This is an optimization exercise on Yosys and OpenROAD, whose aim is small area, not a production implementation. The RTL was checked by simulation tests, not by an equivalence proof against the original design. Power is estimated from default activity; no workload was simulated.

// dMemBase
module dMemBase(addr, clk, enable, dataIn, readwrite, reset, dataOut);
input [31:0] addr;
input clk, enable, readwrite, reset;
input [31:0] dataIn;
output reg [31:0] dataOut;
wire [15:0] rn2, wn2;
wire [31:0] n3;
wire [3:0] rsn, rw;
wire hold;
dm_ctrl u_ctrl(.addr(addr[6:0]), .enable(enable), .readwrite(readwrite), .reset(reset),
	.rn2(rn2), .wn2(wn2), .n3(n3), .rsn(rsn), .hold(hold), .rw(rw));
wire [1023:0] storage;
wire [127:0] sel, we;
wire [31:0] wd;
wire [31:0] ncolb;
wire [31:0] dnext;
genvar r, c, b, t;
generate
	for (r = 0; r < 32; r = r + 1) begin : rsel
		for (c = 0; c < 4; c = c + 1) begin : cs
			dm_nor2 u_s(.a(rn2[4*c + (r % 4)]), .b(n3[8*c + (r / 4)]), .y(sel[4*r + c]));
			dm_nor2 u_w(.a(wn2[4*c + (r % 4)]), .b(n3[8*c + (r / 4)]), .y(we[4*r + c]));
		end
	end
	for (c = 0; c < 4; c = c + 1) begin : wdc
		for (b = 0; b < 8; b = b + 1) begin : wdb
			wire x, z;
			dm_aoi222 u_a(.a1(rw[(c+4)%4]), .a2(dataIn[b]), .b1(rw[(c+3)%4]), .b2(dataIn[8+b]),
				.c1(rw[(c+2)%4]), .c2(dataIn[16+b]), .y(x));
			dm_nand2 u_n(.a(rw[(c+1)%4]), .b(dataIn[24+b]), .y(z));
			dm_nand2 u_o(.a(x), .b(z), .y(wd[8*c+b]));
		end
	end
	for (r = 0; r < 128; r = r + 1) begin : loc
		reg [7:0] q;
  ...
export LEC_CHECK = 0
export ABC_AREA = 1
export CAP_MARGIN = 10
export CORE_MARGIN = 2
export CORE_UTILIZATION = 50
export PLACE_DENSITY = 0.95
export SLEW_MARGIN = 10
export SYNTH_HIERARCHICAL = 1
create_clock -name core_clock -period 10.0 [get_ports {clk}]
standard.sh (not shown) runs the stock make flow with config.mk's settings and CLKGATE_MAP_FILE= SYNTH_SCRIPT=/design/flow/synth_recipe.tcl, a recipe that flattens the netlist after the stock synthesis.
==> flow/flow/run.sh <==
#!/bin/bash
# Own layout flow: the standard flow (standard.sh), with
#  - synthesis mapped by abc with an area-oriented script (flow/area.abc),
#  - port buffers of the smallest buffer cell,
#  - CTS with small clock buffers, larger sink clusters and no dummy loads.
# Each tool's output goes to the ORFS logs under orfs/logs/; make's to standard.log.
set -euo pipefail
W=$(pwd)
export OWN_WORK=$W
export OWN_ABC_SCRIPT=$W/flow/area.abc
source $W/flow/knobs.sh
bash standard.sh SYNTH_SCRIPT=$W/flow/synth.tcl \
  "CTS_ARGS=$CTS" "BUFFER_PORTS_ARGS=$BPA" finish > $W/standard.log 2>&1
==> flow/flow/area.abc <==
strash
dch
amap
topo
stime -c
==> flow/flow/knobs.sh <==
CTS="-sink_clustering_enable -repair_clock_nets -dont_use_dummy_load -buf_list {sky130_fd_sc_hd__clkbuf_4 sky130_fd_sc_hd__clkbuf_8} -sink_clustering_size 18 -sink_clustering_max_diameter 70"
BPA="-buffer_cell sky130_fd_sc_hd__buf_1"
==> flow/flow/synth.tcl <==
# The standard synthesis (synth_recipe.tcl), with the abc mapping step
# run with an area-oriented script (amap) in place of ORFS's.
proc abc {args} {
  set i [lsearch -exact $args -script]
  if { $i >= 0 } { lset args [expr { $i + 1 }] $::env(OWN_ABC_SCRIPT) }
  yosys abc {*}$args
}
source $::env(OWN_WORK)/synth_recipe.tcl
The starting point finished with timing, DRC and antenna clean.
Next try:
- PLACE_DENSITY: 0.95 -> 0.85
After rerunning:
- The changed run went through all stages and came out clean
- worst hold slack stays flat
- die area is unchanged
- combinational power came out lower by about 2%

* * *

dMemBase again, from the RTL that the note above started with.
==> flow/config.mk <==
export PLATFORM = sky130hd
export DESIGN_NAME = dMemBase
export DESIGN_NICKNAME = dMemBase
export VERILOG_FILES = /design/flow/design.v
export SDC_FILE = /design/flow/constraint.sdc
export NUM_CORES = 8
export LEC_CHECK = 0
export ABC_AREA = 1
export CAP_MARGIN = 10
export CORE_MARGIN = 2
export CORE_UTILIZATION = 50
export GPL_TIMING_DRIVEN = 0
export PLACE_DENSITY = 0.85
export SLEW_MARGIN = 10
export SYNTH_HIERARCHICAL = 1
==> flow/constraint.sdc <==
create_clock -name core_clock -period 10.0 [get_ports {clk}]
set_input_delay 2.0000 -clock core_clock [delete_from_list [all_inputs] [get_ports {clk}]]
set_output_delay 2.0000 -clock core_clock [all_outputs]
set_load 0.01 [all_outputs]
Scripts as last shown in full above: flow/flow/run.sh, flow/flow/area.abc, flow/flow/knobs.sh, flow/flow/synth.tcl
Edit:
Settings changed: CORE_UTILIZATION 50 to 55, GPL_TIMING_DRIVEN 0 to unset, PLACE_DENSITY 0.85 to unset.
Clock-buffer cell count is lower by 1; synthesized cell count stays the same; setup slack gains 1.1 ns; area after synthesis is unchanged; final area is about the same; power stays flat; sequential share of layout area falls by 0.12 points.

[port drivers added, routing unchanged]
How much do the figures lean on ideal ports? The routed layouts below were timed once more, with nothing changed but the port constraints.
Step 1 assumes that a clkbuf_16 drives the clock port and a buf_2 every other input.
Step 2, shift: input delay + t, output delay - t, t = (earliest + latest rising clock arrival at the registers) / 2. This alone moves slack from input paths to output paths.
Three values: ideal, step 1, step 2; two values: the first two.
| run | t (ns) | slack for setup (ns) | pins driven straight from the clock port |
|---|---|---|---|
| the first run of note 1 | 0.729 | 1.750 / 1.669 / 0.940 | 1 |
| the second run of note 1 | 0.733 | 1.637 / 1.617 / 0.884 | 1 |
| the first run of note 2 | 0.738 | 1.645 / 1.683 / 0.945 | 1 |
| the second run of note 2 | 0.723 | 2.774 / 2.763 / 2.040 | 1 |
After both steps every run listed still meets setup and hold. The setup slack of the first run of note 1, which loses most, moves by -0.081 ns with the drivers and by -0.810 ns with both steps.
